Source: an optimization exercise on an open RTL-to-GDS flow (aim: small area). Production flows keep margins and buffers that such runs may drop.
The RTL was checked by simulation tests, not by an equivalence proof against the original design.
Power is estimated from default activity; no workload was simulated.

**design/flow/run.sh**
```bash
#!/bin/bash
# synth_recipe.tcl (not shown) runs the flow's synth.tcl, then flattens the netlist and writes it again
# the make line also repeats each setting of config.mk as NAME=value (left out here)
make -C /OpenROAD-flow-scripts/flow DESIGN_CONFIG=/design/flow/config.mk WORK_HOME=/design/flow/orfs CLKGATE_MAP_FILE= SYNTH_SCRIPT=/design/flow/synth_recipe.tcl finish
```
**design/flow/config.mk**
```make
export PLATFORM = sky130hd
export DESIGN_NAME = ES_top
export DESIGN_NICKNAME = ES_top
export VERILOG_FILES = /design/flow/design.v
export SDC_FILE = /design/flow/constraint.sdc
export NUM_CORES = 8
export LEC_CHECK = 0
export ABC_AREA = 1
export CAP_MARGIN = 20
export CORE_MARGIN = 2
export CORE_UTILIZATION = 40
export SLEW_MARGIN = 20
```
**design/flow/constraint.sdc**
```tcl
create_clock -name core_clock -period 300.0 [get_ports {clk_t}]
set_input_delay 60.0000 -clock core_clock [delete_from_list [all_inputs] [get_ports {clk_t}]]
set_output_delay 60.0000 -clock core_clock [all_outputs]
set_load 0.01 [all_outputs]
```
**design/flow/design.v**
```verilog
`timescale 1ns / 1ps
module ES_top(
    input wire clk_t,
    input wire clr_t,
    input wire [7:0] sw_t,
    input wire [1:0] dip_t,
    input wire [9:0] ad_data_t,
    output wire clk_1kHz_t,
    output wire [7:0] seg_left_t,
    output wire [7:0] seg_right_t,
    output wire [3:0] an_left_t,
    output wire [3:0] an_right_t,
    output wire [13:0] dac_sum_t,
    input wire btn_up_t,
    input wire btn_down_t,
    input wire [1:0] waveform_sel_t,
    input wire mode_sel_t
    );
    wire clk_1hz_t;
    wire en_1k_t;
    wire [31:0] frequency_t;
    wire freq_valid_t;
    wire [15:0] duty_cycle_t;
    wire duty_valid_t;
    wire [2:0] fine_step_t;
    wire [31:0] current_freq_t;
    wire [3:0] waveform_type_t;
    wire [13:0] dac_waveform_t;
    wire [13:0] dac_dds_t;
    freq_division u_freq_division(
        .clk(clk_t),
        .clr(clr_t),
        .clk_1kHz(clk_1kHz_t),
        .en_1k(en_1k_t),
        .clk_1hz(clk_1hz_t)
    );
    number u_number(
        .clk(clk_t),
        .en_1k(en_1k_t),
        .rst(clr_t),
        .sw(sw_t),
        .dip(dip_t),
        .seg_left(seg_left_t),
        .seg_right(seg_right_t),
        .an_left(an_left_t),
        .an_right(an_right_t),
        .freq_data(frequency_t),
        .freq_valid(freq_valid_t),
        .duty_data(duty_cycle_t),
        .duty_valid(duty_valid_t),
        .high_res_freq(current_freq_t),
        .fine_step(fine_step_t),
        .waveform_type(waveform_type_t),
        .mode_sel(mode_sel_t)
    );
    freq_meter u_freq_meter(
        .clk_10m(clk_t),
        .rst(clr_t),
        .adc_data(ad_data_t),
        .gate_clk(clk_1hz_t),
        .frequency(frequency_t),
        .freq_valid(freq_valid_t)
    );
    duty_cycle_meter u_duty_cycle_meter(
        .clk_10m(clk_t),
        .rst(clr_t),
        .adc_data(ad_data_t),
        .duty_cycle(duty_cycle_t),
        .duty_valid(duty_valid_t)
    );
    dds_high_res u_dds_high_res(
    .clk(clk_t),
    .rst_n(clr_t),
    .freq_word(sw_t),
    .btn_up(btn_up_t),
    .btn_down(btn_down_t),
    .dac_sum(dac_dds_t),
    .fine_step(fine_step_t),
    .current_freq(current_freq_t)
    );
    waveform_generator u_waveform_gen(
    .clk(clk_t),
    .rst_n(clr_t),
    .freq_word(sw_t),
    .waveform_sel(waveform_sel_t),
    .dac_out(dac_waveform_t),
    .waveform_type(waveform_type_t)
    );
    assign dac_sum_t = mode_sel_t ? dac_waveform_t : dac_dds_t;
endmodule
`timescale 1ns / 1ps
module freq_division(
    input wire clk,
    input wire clr,
    output reg clk_1kHz,
    output wire en_1k,
    output reg clk_1hz
    );
    parameter CNT_1kHz=8;
    parameter CNT_1Hz=2048;
    reg [16:0] cnt_1khz;
    always @(posedge clk or posedge clr) begin
        if (clr) begin
            cnt_1khz <= 17'd0;
            clk_1kHz <= 1'b0;
        end
        else begin
            if(cnt_1khz == CNT_1kHz-1) begin
                cnt_1khz <=17'd0;
                clk_1kHz <= ~clk_1kHz;
            end
            else begin
                cnt_1khz <= cnt_1khz + 1'b1;
            end
        end
    end
    assign en_1k = (cnt_1khz == CNT_1kHz-1) && !clk_1kHz;
    reg [26:0] cnt_1hz;
    always @(posedge clk or posedge clr) begin
        if (clr) begin
            cnt_1hz <= 27'd0;
            clk_1hz <= 1'b0;
        end else begin
            if (cnt_1hz == CNT_1Hz-1) begin
                cnt_1hz <= 27'd0;
                clk_1hz <= ~clk_1hz;
            end else begin
                cnt_1hz <= cnt_1hz + 1'b1;
            end
        end
    end
endmodule
`timescale 1ns / 1ps
module number(
    input clk,                  
    input en_1k,                
    input rst,
    input wire [7:0] sw,
    input wire [1:0] dip,
    input wire [31:0] freq_data,
    input wire freq_valid,
    input wire [15:0] duty_data,
    input wire duty_valid,
    input wire [31:0] high_res_freq,
    input wire [2:0] fine_step,
    input wire [3:0] waveform_type,
    input wire mode_sel,
    output reg [7:0] seg_left,
    output reg [7:0] seg_right,
    output reg [3:0] an_left,
    output reg [3:0] an_right
    );
    reg [1:0] scan_counter;
    reg [3:0] current_digit;
    reg current_dp;
    reg [6:0] seg_pattern;
    reg group_sel;
    always @(posedge clk or posedge rst) begin
        if (rst) begin
            scan_counter <= 2'd0;
            group_sel <=1'b0;
        end else if (en_1k) begin
            if (scan_counter == 2'd3)begin
                scan_counter <= 2'd0;
                group_sel <= ~group_sel;
            end
            else
                scan_counter <= scan_counter + 1'b1;
        end
    end
    reg [31:0] high_res_freq_hz;
    reg [3:0] high_res_digits[7:0];
    always @(*) begin
        high_res_freq_hz = high_res_freq;    
    end
    integer i;
    reg [31:0] temp_high_res;
    always @(*) begin
        temp_high_res = high_res_freq_hz;
        for (i = 0; i < 8; i = i + 1) begin
            high_res_digits[i] = temp_high_res % 10;
            temp_high_res = temp_high_res / 10;
        end
    end
    reg [3:0] bcd[7:0];
    reg [31:0] freq_display;
    always @(posedge clk or posedge rst) begin
        if (rst) begin
            freq_display <= 32'd0;
        end else if (en_1k && freq_valid) begin
            freq_display <= freq_data;
        end
    end
    integer j;
    reg [31:0] temp_meter;
    always @(*) begin
        temp_meter = freq_display;
        for (j = 0; j < 8; j = j + 1) begin
            bcd[j] = temp_meter % 10;
            temp_meter = temp_meter / 10;
        end
    end
    reg [3:0] duty_bcd[3:0];
    reg [15:0] duty_display;
    always @(posedge clk or posedge rst) begin
        if (rst) begin
            duty_display <= 16'd0;
        end else if (en_1k && duty_valid) begin
            duty_display <= duty_data;
        end
    end
    integer k;
    reg [15:0] temp_duty;
    always @(*) begin
        temp_duty = duty_display;
        for (k = 0; k < 4; k = k + 1) begin
            duty_bcd[k] = temp_duty % 10;
            temp_duty = temp_duty / 10;
        end
    end
    always @(*) begin
        case (current_digit)
            4'd0: seg_pattern = 7'b0111111;   
            4'd1: seg_pattern = 7'b0000110;   
            4'd2: seg_pattern = 7'b1011011;   
            4'd3: seg_pattern = 7'b1001111;   
            4'd4: seg_pattern = 7'b1100110;   
            4'd5: seg_pattern = 7'b1101101;   
            4'd6: seg_pattern = 7'b1111101;   
            4'd7: seg_pattern = 7'b0000111;   
            4'd8: seg_pattern = 7'b1111111;   
            4'd9: seg_pattern = 7'b1101111;   
            default: seg_pattern = 7'b0000000;
        endcase
    end
    always @(*) begin
        if (group_sel == 1'b0) begin
            case (scan_counter)
                2'd0: an_left = 4'b0001;
                2'd1: an_left = 4'b0010;
                2'd2: an_left = 4'b0100;
                2'd3: an_left = 4'b1000;
                default: an_left = 4'b0000;
            endcase
            an_right = 4'b0000;
        end else begin
            an_left = 4'b0000;
            case (scan_counter)
                2'd0: an_right = 4'b0001;
                2'd1: an_right = 4'b0010;
                2'd2: an_right = 4'b0100;
                2'd3: an_right = 4'b1000;
                default: an_right = 4'b0000;
            endcase
        end
    end
    reg [3:0] display_left [3:0];
    reg [3:0] display_right [3:0];
    reg [3:0] dp_left;
    reg [3:0] dp_right;
    always @(*) begin
        if (dip == 2'b00) begin
            display_left[3] = 4'd2;
            display_left[2] = 4'd0;   
            display_left[1] = 4'd2;   
            display_left[0] = 4'd5;
            display_right[3] = 4'd0;
            display_right[2] = 4'd2;  
            display_right[1] = 4'd1;  
            display_right[0] = 4'd1;
            dp_left = 4'b0001;
            dp_right = 4'b0000;
        end else if (dip == 2'b01) begin
            display_left[3] = high_res_digits[7];
            display_left[2] = high_res_digits[6];
            display_left[1] = high_res_digits[5];
            display_left[0] = high_res_digits[4];
            display_right[3] = high_res_digits[3];
            display_right[2] = high_res_digits[2];
            display_right[1] = high_res_digits[1];
            display_right[0] = high_res_digits[0];
            dp_left = 4'b0000;
            dp_right = 4'b1000;
        end else if (dip == 2'b10) begin
            display_left[3] = bcd[7];
            display_left[2] = bcd[6];
            display_left[1] = bcd[5];
            display_left[0] = bcd[4];
            display_right[3] = bcd[3];
            display_right[2] = bcd[2];
            display_right[1] = bcd[1];
            display_right[0] = bcd[0];
            dp_left = 4'b0000;
            dp_right = 4'b1000;
        end else begin  
            if (mode_sel == 1'b0) begin
                display_left[3] = 4'd0;
                display_left[2] = 4'd0;
                display_left[1] = 4'd0;
                display_left[0] = 4'd0;
                display_right[3] = 4'd0;
                display_right[2] = 4'd0;
                display_right[1] = duty_bcd[3];
                display_right[0] = duty_bcd[2];
                dp_left = 4'b0000;
                dp_right = 4'b0100;
            end else begin
                display_left[3] = 4'd0;
                display_left[2] = 4'd0;
                display_left[1] = 4'd0;
                display_left[0] = 4'd0;
                display_right[3] = waveform_type;
                display_right[2] = 4'd0;
                display_right[1] = 4'd0;
                display_right[0] = 4'd0;
                dp_left = 4'b0001;
                dp_right = 4'b0000;
            end
        end
    end
    always @(*) begin
        if (group_sel == 1'b0) begin
            current_digit = display_left[scan_counter];
            current_dp = dp_left[scan_counter];
        end else begin
            current_digit = display_right[scan_counter];
            current_dp = dp_right[scan_counter];
        end
    end
    always @(*) begin
        if (group_sel == 1'b0) begin
            seg_left = {current_dp, seg_pattern};   
            seg_right = 8'b00000000;
        end
        else begin
            seg_right = {current_dp, seg_pattern};
            seg_left = 8'b00000000;
        end
    end
endmodule
`timescale 1ns/1ps
module freq_meter(
    input wire clk_10m,            
    input wire rst,                
    input wire [9:0] adc_data,     
    input wire gate_clk,           
    output reg [31:0] frequency,   
    output reg freq_valid          
);
    parameter THRESHOLD_HIGH = 10'd522;
    parameter THRESHOLD_LOW = 10'd502;
    parameter VALID_WIDTH = 16'd32;       
    localparam IDLE = 2'd0;
    localparam COUNTING = 2'd1;
    localparam DONE = 2'd2;
    reg [9:0] adc_data_d1;
    reg signal_level;
    reg signal_level_d1;
    wire rising_edge;
    reg gate_clk_d1, gate_clk_d2;
    wire gate_posedge;
    reg [31:0] pulse_counter;
    reg [1:0] state;
    reg counting_enable;
    reg [31:0] frequency_internal;
    reg freq_valid_pulse;
    reg [15:0] valid_counter;
    reg data_locked;
    always @(posedge clk_10m or posedge rst) begin
        if (rst) begin
            adc_data_d1 <= 10'd512;
            signal_level <= 1'b0;
            signal_level_d1 <= 1'b0;
        end else begin
            adc_data_d1 <= adc_data;
            signal_level_d1 <= signal_level;
            if (adc_data_d1 >= THRESHOLD_HIGH) begin
                signal_level <= 1'b1;
            end else if (adc_data_d1 <= THRESHOLD_LOW) begin
                signal_level <= 1'b0;
            end
        end
    end
    assign rising_edge = signal_level && !signal_level_d1;
    always @(posedge clk_10m or posedge rst) begin
        if (rst) begin
            gate_clk_d1 <= 1'b0;
            gate_clk_d2 <= 1'b0;
        end else begin
            gate_clk_d1 <= gate_clk;
            gate_clk_d2 <= gate_clk_d1;
        end
    end
    assign gate_posedge = gate_clk_d1 && !gate_clk_d2;
    always @(posedge clk_10m or posedge rst) begin
        if (rst) begin
            state <= IDLE;
            pulse_counter <= 32'd0;
            frequency_internal <= 32'd0;
            freq_valid_pulse <= 1'b0;
            counting_enable <= 1'b0;
        end else begin
            freq_valid_pulse <= 1'b0;
            case (state)
                IDLE: begin
                    if (gate_posedge && !data_locked) begin
                        pulse_counter <= 32'd0;
                        counting_enable <= 1'b1;
                        state <= COUNTING;
                    end
                end
                COUNTING: begin
                    if (rising_edge && counting_enable) begin
                        pulse_counter <= pulse_counter + 1'b1;
                    end
                    if (gate_posedge) begin
                        frequency_internal <= pulse_counter;
                        freq_valid_pulse <= 1'b1;
                        counting_enable <= 1'b0;
                        state <= DONE;
                    end
                end
                DONE: begin
                    if (!data_locked) begin
                        state <= IDLE;
                    end
                end
                default: begin
                    state <= IDLE;
                end
            endcase
        end
    end
    always @(posedge clk_10m or posedge rst) begin
        if (rst) begin
            freq_valid <= 1'b0;
            frequency <= 32'd0;
            valid_counter <= 16'd0;
            data_locked <= 1'b0;
        end else begin
            if (freq_valid_pulse) begin
                freq_valid <= 1'b1;
                frequency <= frequency_internal;
                valid_counter <= VALID_WIDTH;
                data_locked <= 1'b1;
            end else if (valid_counter > 16'd0) begin
                valid_counter <= valid_counter - 1'b1;
                freq_valid <= 1'b1;
                data_locked <= 1'b1;
            end else begin
                freq_valid <= 1'b0;
                data_locked <= 1'b0;
            end
        end
    end
endmodule
`timescale 1ns / 1ps
module duty_cycle_meter(
    input wire clk_10m,
    input wire rst,
    input wire [9:0] adc_data,
    output reg [15:0] duty_cycle,
    output reg duty_valid
);
    parameter THRESHOLD_HIGH = 10'd520;
    parameter THRESHOLD_LOW  = 10'd504;
    localparam IDLE         = 3'd0;
    localparam WAIT_LOW     = 3'd1;
    localparam WAIT_RISING  = 3'd2;
    localparam COUNT_HIGH   = 3'd3;
    localparam COUNT_LOW    = 3'd4;
    localparam CALCULATE    = 3'd5;
    localparam DATA_LOCKED  = 3'd6;
    reg [2:0] state;
    reg [31:0] high_counter;
    reg [31:0] period_counter;
    reg [15:0] duty_cycle_internal;
    reg duty_valid_pulse;
    reg [15:0] valid_counter;
    parameter VALID_WIDTH = 16'd32;      
    reg data_locked;
    reg [9:0] adc_d1;
    wire is_high, is_low;
    assign is_high = (adc_d1 >= THRESHOLD_HIGH);
    assign is_low  = (adc_d1 <= THRESHOLD_LOW);
    reg prev_is_high;
    wire rising_edge, falling_edge;
    always @(posedge clk_10m or posedge rst) begin
        if (rst) begin
            adc_d1 <= 10'd512;
            prev_is_high <= 1'b0;
        end else begin
            adc_d1 <= adc_data;
            prev_is_high <= is_high;
        end
    end
    assign rising_edge  = is_high && !prev_is_high;
    assign falling_edge = !is_high && prev_is_high;
    reg [27:0] timeout_counter;
    parameter TIMEOUT_MAX = 28'd4000;    
    always @(posedge clk_10m or posedge rst) begin
        if (rst) begin
            state <= IDLE;
            high_counter <= 32'd0;
            period_counter <= 32'd0;
            duty_cycle_internal <= 16'd0;
            duty_valid_pulse <= 1'b0;
            timeout_counter <= 28'd0;
        end else begin
            duty_valid_pulse <= 1'b0;
            case (state)
                IDLE: begin
                    if (!data_locked) begin
                        high_counter <= 32'd0;
                        period_counter <= 32'd0;
                        timeout_counter <= 28'd0;
                        state <= WAIT_LOW;
                    end
                end
                WAIT_LOW: begin
                    timeout_counter <= timeout_counter + 1'b1;
                    if (is_low) begin
                        state <= WAIT_RISING;
                        timeout_counter <= 28'd0;
                    end else if (timeout_counter >= TIMEOUT_MAX) begin
                        state <= IDLE;
                    end
                end
                WAIT_RISING: begin
                    timeout_counter <= timeout_counter + 1'b1;
                    if (rising_edge) begin
                        high_counter <= 32'd0;
                        period_counter <= 32'd0;
                        state <= COUNT_HIGH;
                        timeout_counter <= 28'd0;
                    end else if (timeout_counter >= TIMEOUT_MAX) begin
                        state <= IDLE;
                    end
                end
                COUNT_HIGH: begin
                    timeout_counter <= timeout_counter + 1'b1;
                    high_counter <= high_counter + 1'b1;
                    period_counter <= period_counter + 1'b1;
                    if (falling_edge) begin
                        state <= COUNT_LOW;
                        timeout_counter <= 28'd0;
                    end else if (timeout_counter >= TIMEOUT_MAX) begin
                        state <= IDLE;
                    end
                end
                COUNT_LOW: begin
                    timeout_counter <= timeout_counter + 1'b1;
                    period_counter <= period_counter + 1'b1;
                    if (rising_edge) begin
                        state <= CALCULATE;
                        timeout_counter <= 28'd0;
                    end else if (timeout_counter >= TIMEOUT_MAX) begin
                        state <= IDLE;
                    end
                end
                CALCULATE: begin
                    if (period_counter > 32'd100) begin
                        duty_cycle_internal <= (high_counter * 64'd10000) / period_counter;
                        duty_valid_pulse <= 1'b1;
                    end else begin
                        duty_cycle_internal <= 16'd0;
                    end
                    state <= DATA_LOCKED;
                end
                DATA_LOCKED: begin
                    if (!data_locked) begin
                        state <= IDLE;
                    end
                end
                default: begin
                    state <= IDLE;
                end
            endcase
        end
    end
    always @(posedge clk_10m or posedge rst) begin
        if (rst) begin
            duty_valid <= 1'b0;
            duty_cycle <= 16'd0;
            valid_counter <= 16'd0;
            data_locked <= 1'b0;
        end else begin
            if (duty_valid_pulse) begin
                duty_valid <= 1'b1;
                duty_cycle <= duty_cycle_internal;
                valid_counter <= VALID_WIDTH;
                data_locked <= 1'b1;
            end else if (valid_counter > 16'd0) begin
                valid_counter <= valid_counter - 1'b1;
                duty_valid <= 1'b1;
                data_locked <= 1'b1;
            end else begin
                duty_valid <= 1'b0;
                data_locked <= 1'b0;
            end
        end
    end
endmodule
`timescale 1ns / 1ps
module dds_high_res(
    input wire clk,
    input wire rst_n,
    input wire [7:0] freq_word,
    input wire btn_up,
    input wire btn_down,
    output reg [13:0] dac_sum,
    output reg [2:0] fine_step,
    output reg [31:0] current_freq
    );
    reg [10:0] phase_acc;
    wire [10:0] freq_word_full;
    assign freq_word_full = {freq_word, fine_step};
    function [7:0] sine_rom;
        input [7:0] addr;
        begin
          case (addr)
            8'd0: sine_rom = 8'd128;
            8'd1: sine_rom = 8'd131;
            8'd2: sine_rom = 8'd134;
            8'd3: sine_rom = 8'd137;
            8'd4: sine_rom = 8'd140;
            8'd5: sine_rom = 8'd144;
            8'd6: sine_rom = 8'd147;
            8'd7: sine_rom = 8'd150;
            8'd8: sine_rom = 8'd153;
            8'd9: sine_rom = 8'd156;
            8'd10: sine_rom = 8'd159;
            8'd11: sine_rom = 8'd162;
            8'd12: sine_rom = 8'd165;
            8'd13: sine_rom = 8'd168;
            8'd14: sine_rom = 8'd171;
            8'd15: sine_rom = 8'd174;
            8'd16: sine_rom = 8'd177;
            8'd17: sine_rom = 8'd179;
            8'd18: sine_rom = 8'd182;
            8'd19: sine_rom = 8'd185;
            8'd20: sine_rom = 8'd188;
            8'd21: sine_rom = 8'd191;
            8'd22: sine_rom = 8'd193;
            8'd23: sine_rom = 8'd196;
            8'd24: sine_rom = 8'd199;
            8'd25: sine_rom = 8'd201;
            8'd26: sine_rom = 8'd204;
            8'd27: sine_rom = 8'd206;
            8'd28: sine_rom = 8'd209;
            8'd29: sine_rom = 8'd211;
            8'd30: sine_rom = 8'd213;
            8'd31: sine_rom = 8'd216;
            8'd32: sine_rom = 8'd218;
            8'd33: sine_rom = 8'd220;
            8'd34: sine_rom = 8'd222;
            8'd35: sine_rom = 8'd224;
            8'd36: sine_rom = 8'd226;
            8'd37: sine_rom = 8'd228;
            8'd38: sine_rom = 8'd230;
            8'd39: sine_rom = 8'd232;
            8'd40: sine_rom = 8'd234;
            8'd41: sine_rom = 8'd235;
            8'd42: sine_rom = 8'd237;
            8'd43: sine_rom = 8'd239;
            8'd44: sine_rom = 8'd240;
            8'd45: sine_rom = 8'd241;
            8'd46: sine_rom = 8'd243;
            8'd47: sine_rom = 8'd244;
            8'd48: sine_rom = 8'd245;
            8'd49: sine_rom = 8'd246;
            8'd50: sine_rom = 8'd248;
            8'd51: sine_rom = 8'd249;
            8'd52: sine_rom = 8'd250;
            8'd53: sine_rom = 8'd250;
            8'd54: sine_rom = 8'd251;
            8'd55: sine_rom = 8'd252;
            8'd56: sine_rom = 8'd253;
            8'd57: sine_rom = 8'd253;
            8'd58: sine_rom = 8'd254;
            8'd59: sine_rom = 8'd254;
            8'd60: sine_rom = 8'd254;
            8'd61: sine_rom = 8'd255;
            8'd62: sine_rom = 8'd255;
            8'd63: sine_rom = 8'd255;
            8'd64: sine_rom = 8'd255;
            8'd65: sine_rom = 8'd255;
            8'd66: sine_rom = 8'd255;
            8'd67: sine_rom = 8'd255;
            8'd68: sine_rom = 8'd254;
            8'd69: sine_rom = 8'd254;
            8'd70: sine_rom = 8'd254;
            8'd71: sine_rom = 8'd253;
            8'd72: sine_rom = 8'd253;
            8'd73: sine_rom = 8'd252;
            8'd74: sine_rom = 8'd251;
            8'd75: sine_rom = 8'd250;
            8'd76: sine_rom = 8'd250;
            8'd77: sine_rom = 8'd249;
            8'd78: sine_rom = 8'd248;
            8'd79: sine_rom = 8'd246;
            8'd80: sine_rom = 8'd245;
            8'd81: sine_rom = 8'd244;
            8'd82: sine_rom = 8'd243;
            8'd83: sine_rom = 8'd241;
            8'd84: sine_rom = 8'd240;
            8'd85: sine_rom = 8'd239;
            8'd86: sine_rom = 8'd237;
            8'd87: sine_rom = 8'd235;
            8'd88: sine_rom = 8'd234;
            8'd89: sine_rom = 8'd232;
            8'd90: sine_rom = 8'd230;
            8'd91: sine_rom = 8'd228;
            8'd92: sine_rom = 8'd226;
            8'd93: sine_rom = 8'd224;
            8'd94: sine_rom = 8'd222;
            8'd95: sine_rom = 8'd220;
            8'd96: sine_rom = 8'd218;
            8'd97: sine_rom = 8'd216;
            8'd98: sine_rom = 8'd213;
            8'd99: sine_rom = 8'd211;
            8'd100: sine_rom = 8'd209;
            8'd101: sine_rom = 8'd206;
            8'd102: sine_rom = 8'd204;
            8'd103: sine_rom = 8'd201;
            8'd104: sine_rom = 8'd199;
            8'd105: sine_rom = 8'd196;
            8'd106: sine_rom = 8'd193;
            8'd107: sine_rom = 8'd191;
            8'd108: sine_rom = 8'd188;
            8'd109: sine_rom = 8'd185;
            8'd110: sine_rom = 8'd182;
            8'd111: sine_rom = 8'd179;
            8'd112: sine_rom = 8'd177;
            8'd113: sine_rom = 8'd174;
            8'd114: sine_rom = 8'd171;
            8'd115: sine_rom = 8'd168;
            8'd116: sine_rom = 8'd165;
            8'd117: sine_rom = 8'd162;
            8'd118: sine_rom = 8'd159;
            8'd119: sine_rom = 8'd156;
            8'd120: sine_rom = 8'd153;
            8'd121: sine_rom = 8'd150;
            8'd122: sine_rom = 8'd147;
            8'd123: sine_rom = 8'd144;
            8'd124: sine_rom = 8'd140;
            8'd125: sine_rom = 8'd137;
            8'd126: sine_rom = 8'd134;
            8'd127: sine_rom = 8'd131;
            8'd128: sine_rom = 8'd128;
            8'd129: sine_rom = 8'd125;
            8'd130: sine_rom = 8'd122;
            8'd131: sine_rom = 8'd119;
            8'd132: sine_rom = 8'd116;
            8'd133: sine_rom = 8'd112;
            8'd134: sine_rom = 8'd109;
            8'd135: sine_rom = 8'd106;
            8'd136: sine_rom = 8'd103;
            8'd137: sine_rom = 8'd100;
            8'd138: sine_rom = 8'd97;
            8'd139: sine_rom = 8'd94;
            8'd140: sine_rom = 8'd91;
            8'd141: sine_rom = 8'd88;
            8'd142: sine_rom = 8'd85;
            8'd143: sine_rom = 8'd82;
            8'd144: sine_rom = 8'd79;
            8'd145: sine_rom = 8'd77;
            8'd146: sine_rom = 8'd74;
            8'd147: sine_rom = 8'd71;
            8'd148: sine_rom = 8'd68;
            8'd149: sine_rom = 8'd65;
            8'd150: sine_rom = 8'd63;
            8'd151: sine_rom = 8'd60;
            8'd152: sine_rom = 8'd57;
            8'd153: sine_rom = 8'd55;
            8'd154: sine_rom = 8'd52;
            8'd155: sine_rom = 8'd50;
            8'd156: sine_rom = 8'd47;
            8'd157: sine_rom = 8'd45;
            8'd158: sine_rom = 8'd43;
            8'd159: sine_rom = 8'd40;
            8'd160: sine_rom = 8'd38;
            8'd161: sine_rom = 8'd36;
            8'd162: sine_rom = 8'd34;
            8'd163: sine_rom = 8'd32;
            8'd164: sine_rom = 8'd30;
            8'd165: sine_rom = 8'd28;
            8'd166: sine_rom = 8'd26;
            8'd167: sine_rom = 8'd24;
            8'd168: sine_rom = 8'd22;
            8'd169: sine_rom = 8'd21;
            8'd170: sine_rom = 8'd19;
            8'd171: sine_rom = 8'd17;
            8'd172: sine_rom = 8'd16;
            8'd173: sine_rom = 8'd15;
            8'd174: sine_rom = 8'd13;
            8'd175: sine_rom = 8'd12;
            8'd176: sine_rom = 8'd11;
            8'd177: sine_rom = 8'd10;
            8'd178: sine_rom = 8'd8;
            8'd179: sine_rom = 8'd7;
            8'd180: sine_rom = 8'd6;
            8'd181: sine_rom = 8'd6;
            8'd182: sine_rom = 8'd5;
            8'd183: sine_rom = 8'd4;
            8'd184: sine_rom = 8'd3;
            8'd185: sine_rom = 8'd3;
            8'd186: sine_rom = 8'd2;
            8'd187: sine_rom = 8'd2;
            8'd188: sine_rom = 8'd2;
            8'd189: sine_rom = 8'd1;
            8'd190: sine_rom = 8'd1;
            8'd191: sine_rom = 8'd1;
            8'd192: sine_rom = 8'd1;
            8'd193: sine_rom = 8'd1;
            8'd194: sine_rom = 8'd1;
            8'd195: sine_rom = 8'd1;
            8'd196: sine_rom = 8'd2;
            8'd197: sine_rom = 8'd2;
            8'd198: sine_rom = 8'd2;
            8'd199: sine_rom = 8'd3;
            8'd200: sine_rom = 8'd3;
            8'd201: sine_rom = 8'd4;
            8'd202: sine_rom = 8'd5;
            8'd203: sine_rom = 8'd6;
            8'd204: sine_rom = 8'd6;
            8'd205: sine_rom = 8'd7;
            8'd206: sine_rom = 8'd8;
            8'd207: sine_rom = 8'd10;
            8'd208: sine_rom = 8'd11;
            8'd209: sine_rom = 8'd12;
            8'd210: sine_rom = 8'd13;
            8'd211: sine_rom = 8'd15;
            8'd212: sine_rom = 8'd16;
            8'd213: sine_rom = 8'd17;
            8'd214: sine_rom = 8'd19;
            8'd215: sine_rom = 8'd21;
            8'd216: sine_rom = 8'd22;
            8'd217: sine_rom = 8'd24;
            8'd218: sine_rom = 8'd26;
            8'd219: sine_rom = 8'd28;
            8'd220: sine_rom = 8'd30;
            8'd221: sine_rom = 8'd32;
            8'd222: sine_rom = 8'd34;
            8'd223: sine_rom = 8'd36;
            8'd224: sine_rom = 8'd38;
            8'd225: sine_rom = 8'd40;
            8'd226: sine_rom = 8'd43;
            8'd227: sine_rom = 8'd45;
            8'd228: sine_rom = 8'd47;
            8'd229: sine_rom = 8'd50;
            8'd230: sine_rom = 8'd52;
            8'd231: sine_rom = 8'd55;
            8'd232: sine_rom = 8'd57;
            8'd233: sine_rom = 8'd60;
            8'd234: sine_rom = 8'd63;
            8'd235: sine_rom = 8'd65;
            8'd236: sine_rom = 8'd68;
            8'd237: sine_rom = 8'd71;
            8'd238: sine_rom = 8'd74;
            8'd239: sine_rom = 8'd77;
            8'd240: sine_rom = 8'd79;
            8'd241: sine_rom = 8'd82;
            8'd242: sine_rom = 8'd85;
            8'd243: sine_rom = 8'd88;
            8'd244: sine_rom = 8'd91;
            8'd245: sine_rom = 8'd94;
            8'd246: sine_rom = 8'd97;
            8'd247: sine_rom = 8'd100;
            8'd248: sine_rom = 8'd103;
            8'd249: sine_rom = 8'd106;
            8'd250: sine_rom = 8'd109;
            8'd251: sine_rom = 8'd112;
            8'd252: sine_rom = 8'd116;
            8'd253: sine_rom = 8'd119;
            8'd254: sine_rom = 8'd122;
            8'd255: sine_rom = 8'd125;
            default: sine_rom = 8'd0;
          endcase
        end
    endfunction
    reg [7:0] dac_data;
    reg [19:0] btn_up_cnt;
    reg [19:0] btn_down_cnt;
    reg btn_up_stable;
    reg btn_down_stable;
    reg btn_up_prev;
    reg btn_down_prev;
    wire btn_up_posedge;
    wire btn_down_posedge;
    parameter DEBOUNCE_TIME = 20'd50;    
    always @(posedge clk or posedge rst_n) begin
        if (rst_n) begin
            btn_up_cnt <= 20'd0;
            btn_up_stable <= 1'b0;
        end else begin
            if (btn_up == btn_up_stable) begin
                btn_up_cnt <= 20'd0;
            end else begin
                btn_up_cnt <= btn_up_cnt + 1'b1;
                if (btn_up_cnt >= DEBOUNCE_TIME) begin
                    btn_up_stable <= btn_up;
                    btn_up_cnt <= 20'd0;
                end
            end
        end
    end
    always @(posedge clk or posedge rst_n) begin
        if (rst_n) begin
            btn_down_cnt <= 20'd0;
            btn_down_stable <= 1'b0;
        end else begin
            if (btn_down == btn_down_stable) begin
                btn_down_cnt <= 20'd0;
            end else begin
                btn_down_cnt <= btn_down_cnt + 1'b1;
                if (btn_down_cnt >= DEBOUNCE_TIME) begin
                    btn_down_stable <= btn_down;
                    btn_down_cnt <= 20'd0;
                end
            end
        end
    end
    always @(posedge clk or posedge rst_n) begin
        if (rst_n) begin
            btn_up_prev <= 1'b0;
            btn_down_prev <= 1'b0;
        end else begin
            btn_up_prev <= btn_up_stable;
            btn_down_prev <= btn_down_stable;
        end
    end
    assign btn_up_posedge = btn_up_stable && !btn_up_prev;
    assign btn_down_posedge = btn_down_stable && !btn_down_prev;
    always @(posedge clk or posedge rst_n) begin
        if (rst_n) begin
            fine_step <= 3'd0;
        end else begin
            if (btn_up_posedge) begin
                if (fine_step == 3'd7)
                    fine_step <= 3'd0;
                else
                    fine_step <= fine_step + 1'b1;
            end else if (btn_down_posedge) begin
                if (fine_step == 3'd0)
                    fine_step <= 3'd7;
                else
                    fine_step <= fine_step - 1'b1;
            end
        end
    end
    always @(*) begin
        current_freq = ({freq_word, fine_step} * 32'd4882813) / 32'd1000;
    end
    always @(posedge clk or posedge rst_n) begin
        if (rst_n) begin
            phase_acc <= 11'd0;
        end else begin
            phase_acc <= phase_acc + freq_word_full;
        end
    end
    always @(posedge clk or posedge rst_n) begin
        if (rst_n) begin
            dac_data <= 8'd128;
        end else begin
            dac_data <= sine_rom(phase_acc[10:3]);
        end
    end
    always @(posedge clk or posedge rst_n) begin
        if (rst_n) begin
            dac_sum <= 14'd0;
        end else begin
            dac_sum <= {dac_data, 6'b0};
        end
    end
endmodule
`timescale 1ns / 1ps
module waveform_generator(
    input wire clk,
    input wire rst_n,
    input wire [7:0] freq_word,
    input wire [1:0] waveform_sel,
    output reg [13:0] dac_out,
    output reg [3:0] waveform_type
    );
    reg [7:0] phase_acc;
    reg [7:0] waveform_data;
    parameter SQUARE_HIGH = 8'd255;
    parameter SQUARE_LOW = 8'd0;
    always @(posedge clk or posedge rst_n) begin
        if (rst_n) begin
            phase_acc <= 8'd0;
        end else begin
            phase_acc <= phase_acc + freq_word;
        end
    end
    always @(posedge clk or posedge rst_n) begin
        if (rst_n) begin
            waveform_data <= 8'd128;
            waveform_type <= 4'd0;
        end else begin
            case (waveform_sel)
                2'b00: begin
                    waveform_type <= 4'd0;
                    if (phase_acc < 8'd128)
                        waveform_data <= SQUARE_HIGH;
                    else
                        waveform_data <= SQUARE_LOW;
                end
                2'b01: begin
                    waveform_type <= 4'd1;
                    if (phase_acc < 8'd128)
                        waveform_data <= {phase_acc[6:0], 1'b0};
                    else
                        waveform_data <= {~phase_acc[6:0], 1'b0};
                end
                2'b10: begin
                    waveform_type <= 4'd2;
                    waveform_data <= phase_acc;
                end
                2'b11: begin
                    waveform_type <= 4'd3;
                    waveform_data <= ~phase_acc;
                end
                default: begin
                    waveform_type <= 4'd0;
                    waveform_data <= 8'd128;
                end
            endcase
        end
    end
    always @(posedge clk or posedge rst_n) begin
        if (rst_n) begin
            dac_out <= 14'd8192;
        end else begin
            dac_out <= {waveform_data, 6'b0};
        end
    end
endmodule
```
==> out/qor.txt <==
RSZ-0062 raised after global routing -> no
peak supply drop -> 6787 uV
num ports -> 66
reg2reg path depth -> 1590
drt first pass iters -> 6
Int Power -> 861.2 mW
Sw Share -> 0.6358
CP max stage cell -> clkinv_1
GPL Wtd Cong -> 0.9958
critical path's top delay family -> compound AO/OA/AOI/OAI gates
final wirelength -> 588200 um
Static Leakage -> 92.57 nW
Seq pwr share -> 0
Least-Margin Pin Slew -> 1159 ps
Total Nets Final -> 30960
crit-path most repeated cell -> nand2_1
clk sinks -> 474
Post-DP Area -> 180000 sq um
port bufs -> 59
routed vias/inst -> 5.297
hold slack final -> 347.3 ps
FF+latch count, synth -> 474
sequential element share of the synthesized area -> 0.06801
Chip Width -> 664.5 um
multiplexer area fraction after synthesis -> 0.001212
headroom to the max-slew limit -> 0.2206
main combinational cell family by area after synthesis -> simple AND/OR/NAND/NOR gates
Via Count -> 183600
Hold Path Depth -> 0
status -> no timing/DRC/antenna violations
Hold Path Sink -> u_waveform_gen.dac_out[6]$_DFF_PP0_
ANT nets after route -> 0
r2r startpoint -> u_duty_cycle_meter.high_counter[4]$_DFFE_PP0P_
# fillers -> 47350
Setup CP Type -> flip-flop to flip-flop
# Post-CTS Setup Buffers -> 0
Crit path required time -> 300580 ps
simple-gate share of the synthesized area -> 0.3821
# rows -> 242
Final min period -> 260890 ps
Die Y -> 664.5 um
final setup skew -> 45.62 ps
net switching power figure -> 1.503 W
most frequent cells in the layout -> nand2_1 (6621), inv_1 (4449), nor2_1 (2956)
fraction of the mapped netlist area in adder cells -> 0.1533
R2R Path End -> u_duty_cycle_meter.duty_cycle_internal[0]$_DFFE_PP0P_
Total Neg Setup Slack -> 0 ps
clk buf depth -> 3
Placed Instances -> 34550
post-CTS sizing -> 0
nature of the critical path endpoint -> flip-flop
clock-pin slew on the worst setup and hold paths -> 60 ps
cell count after synthesis -> 29050
CTS tree -> yes
combinational share of power -> 1.000
Compound-Gate Fraction of Synth Area -> 0.1730
Hold Path Origin -> u_waveform_gen.waveform_data[0]$_DFF_PP0_
Clock Power Share -> 0
Synth Area per Inst -> 6.007 sq um
library cells used by synthesis -> 128
clock latency on the worst-skew pair -> 730 ps
GRT overflow -> 0
Synth Area in XOR/XNOR -> 0.09256
antenna violations before repair -> 14
Core Area -> 434500 sq um
Root Buffer -> clkbuf_16
pin count of the biggest net entering global routing -> 141
cell area after layout -> 182200 sq um
fraction of registers with async set/reset -> 1.000
total CTS buffers -> 60
Starting Density -> 0.4016
Worst Setup SP -> u_duty_cycle_meter.high_counter[4]$_DFFE_PP0P_
global-route wire length before repair -> 924300 um
CP max FO -> 46
crit path DAT -> -261470 ps
Post-Layout Cell Count -> 34670
Syn. warnings -> 11
Setup crit start kind -> flip-flop
Top pwr grp -> combinational logic
Final setup viols -> 0
maximum clock rate -> 3.833 MHz
GRT Resource Usage Total -> 0.2553
CTS HTree Levels -> 2
commonest non-fill, non-tap cell in the layout -> nand2_1
Levels on crit path -> 698
worst stage delay on the critical path -> 880 ps
final worst-path cycle share -> 0.8696
DP HPWL -> 488700 um
hold crit path type -> flip-flop to flip-flop
Synth Cell Area -> 174500 sq um
Slew Limit Fails -> 0
PwrDens -> 12970 nW/um^2
Post-synth EDFFs -> 0
final hold vios -> 0
sequential power -> 76.4 uW
most used flip-flop cell after synthesis -> dfrtp_1
share of layout cells above drive strength 1 -> 0.08964
routed length per instance -> 16.97 um
Max-Cap Viols -> 0
clk pwr -> 80.2 uW
DRC -> 0
reg-to-reg setup timing slack -> 39110 ps
vias in the first global route -> 169300
area grow syn2layout -> 4.429%
cts hold-fix bufs -> 0
Buf+Inv Stages, Crit Path -> 114
die footprint -> 441500 sq um
Comb. pwr -> 2.36 W
CP Capture Point -> u_duty_cycle_meter.duty_cycle_internal[0]$_DFFE_PP0P_
initial drt markers -> 14900
[state kept, by name (all words and copies together), names as in the netlist, 8 cells and up]
name,count
u_duty_cycle_meter.timeout_counter,28
u_waveform_gen.waveform_data,8
u_freq_meter.valid_counter,16
u_duty_cycle_meter.duty_cycle_internal,16
u_freq_division.cnt_1hz,27
u_number.freq_display,32
u_waveform_gen.phase_acc,8
u_freq_meter.pulse_counter,32
u_duty_cycle_meter.high_counter,32
u_number.duty_display,16
u_dds_high_res.phase_acc,11
u_duty_cycle_meter.adc_d1,10
u_waveform_gen.dac_out,8
u_dds_high_res.btn_down_cnt,20
u_dds_high_res.btn_up_cnt,20
u_duty_cycle_meter.valid_counter,16
u_freq_meter.frequency,32
u_duty_cycle_meter.duty_cycle,16
u_duty_cycle_meter.period_counter,32
u_freq_division.cnt_1khz,17
u_dds_high_res.dac_data,8
u_freq_meter.frequency_internal,32
u_dds_high_res.dac_sum,8
[metrics by stage]
step / total power, mW / utilization / worst slack, ps
2_1_floorplan: 2794 / - / 72380
3_3_place_gp: 2347 / 0.4142 / 49050
3_5_place_dp: 2369 / 0.4143 / 42960
4_1_cts: 2371 / 0.4193 / 42200
5_1_grt: 2417 / 0.4194 / 7929
6_report: 2364 / 0.4194 / 39110
[cells in the mapped netlist (all sizes together), types with 46 or more instances]
library cell / n / area [sq um]
o21bai: 80 / 608.1
xor2: 1122 / 9936
a31oi: 128 / 822.0
clkinv: 133 / 668.1
o31ai: 90 / 675.7
fa: 139 / 2783
clkbuf: 320 / 1725
nand3b: 114 / 923.4
buf: 151 / 1856
or2: 257 / 1608
inv: 4681 / 17660
o21a: 92 / 694.4
nor2: 3434 / 15230
nor3: 382 / 2022
nand4: 589 / 4023
dfrtp: 470 / 11760
a21o: 104 / 788.3
nor4: 107 / 681.9
o21ai: 2081 / 10900
o2111ai: 46 / 427.9
xnor2: 708 / 6216
nand2: 7271 / 30140
o211ai: 206 / 1562
a211oi: 47 / 352.8
ha: 1916 / 23970
nand3: 1724 / 11410
a21oi: 2253 / 11340
[logic make-up (layout without fill, tap and decap cells)]
family	Yosys count	after routing
other cells	1	47
fa+ha+maj	2055	2055
buf+inv	5330	5170
compound gates	5366	5366
xor+xnor	1830	1830
flops	474	474
simple gates	13970	13970
mux	20	20
[layout make-up]
class	count	area [sq um]	area share
Multi-Input combinational cell	23280	140200	0.7695
Antenna cell	4	10.01	0.00005493
Tap cell	5734	7174	0.03937
Sequential cell	474	11870	0.06513
Clock inverter	35	509.2	0.002795
Timing Repair Buffer	202	1723	0.009455
Inverter	4854	19060	0.1046
Clock buffer	79	1663	0.009125
[routing by layer]
metal  vias to the layer above  wire (um)  global-route usage
met5                         -         26                   0
met2                      4738     261500              0.4210
met4                         4      15690             0.06424
li1                      94400          -                   -
met3                       740      31820             0.02341
met1                     83750     279100              0.3556

==> afterwards: timing with drivers on the ports <==
In the flow no input, the clock included, has a driving cell. The finished layout below was timed again as built, in two steps. Step 1 (the two cells are an assumption about what drives the block):
set clk [get_ports {clk_t}]
set_driving_cell -lib_cell sky130_fd_sc_hd__clkbuf_16 $clk
set_driving_cell -lib_cell sky130_fd_sc_hd__buf_2 [delete_from_list [all_inputs] $clk]
Step 2 times the ports against the registers' clock, not the clock port: input delays grow and output delays shrink by t, the midpoint of the rising clock arrivals with the driver on. Three values: ideal ports, drivers, drivers and shift; two values: the first two.
t, ns: 0.792
slack for setup (ns): 39.112 / 39.112 / 39.112
pins driven straight from the clock port: 1
After both steps setup and hold are still met in this run. The setup slack of this run moves by 0.000 ns with the drivers and by 0.000 ns with both steps.
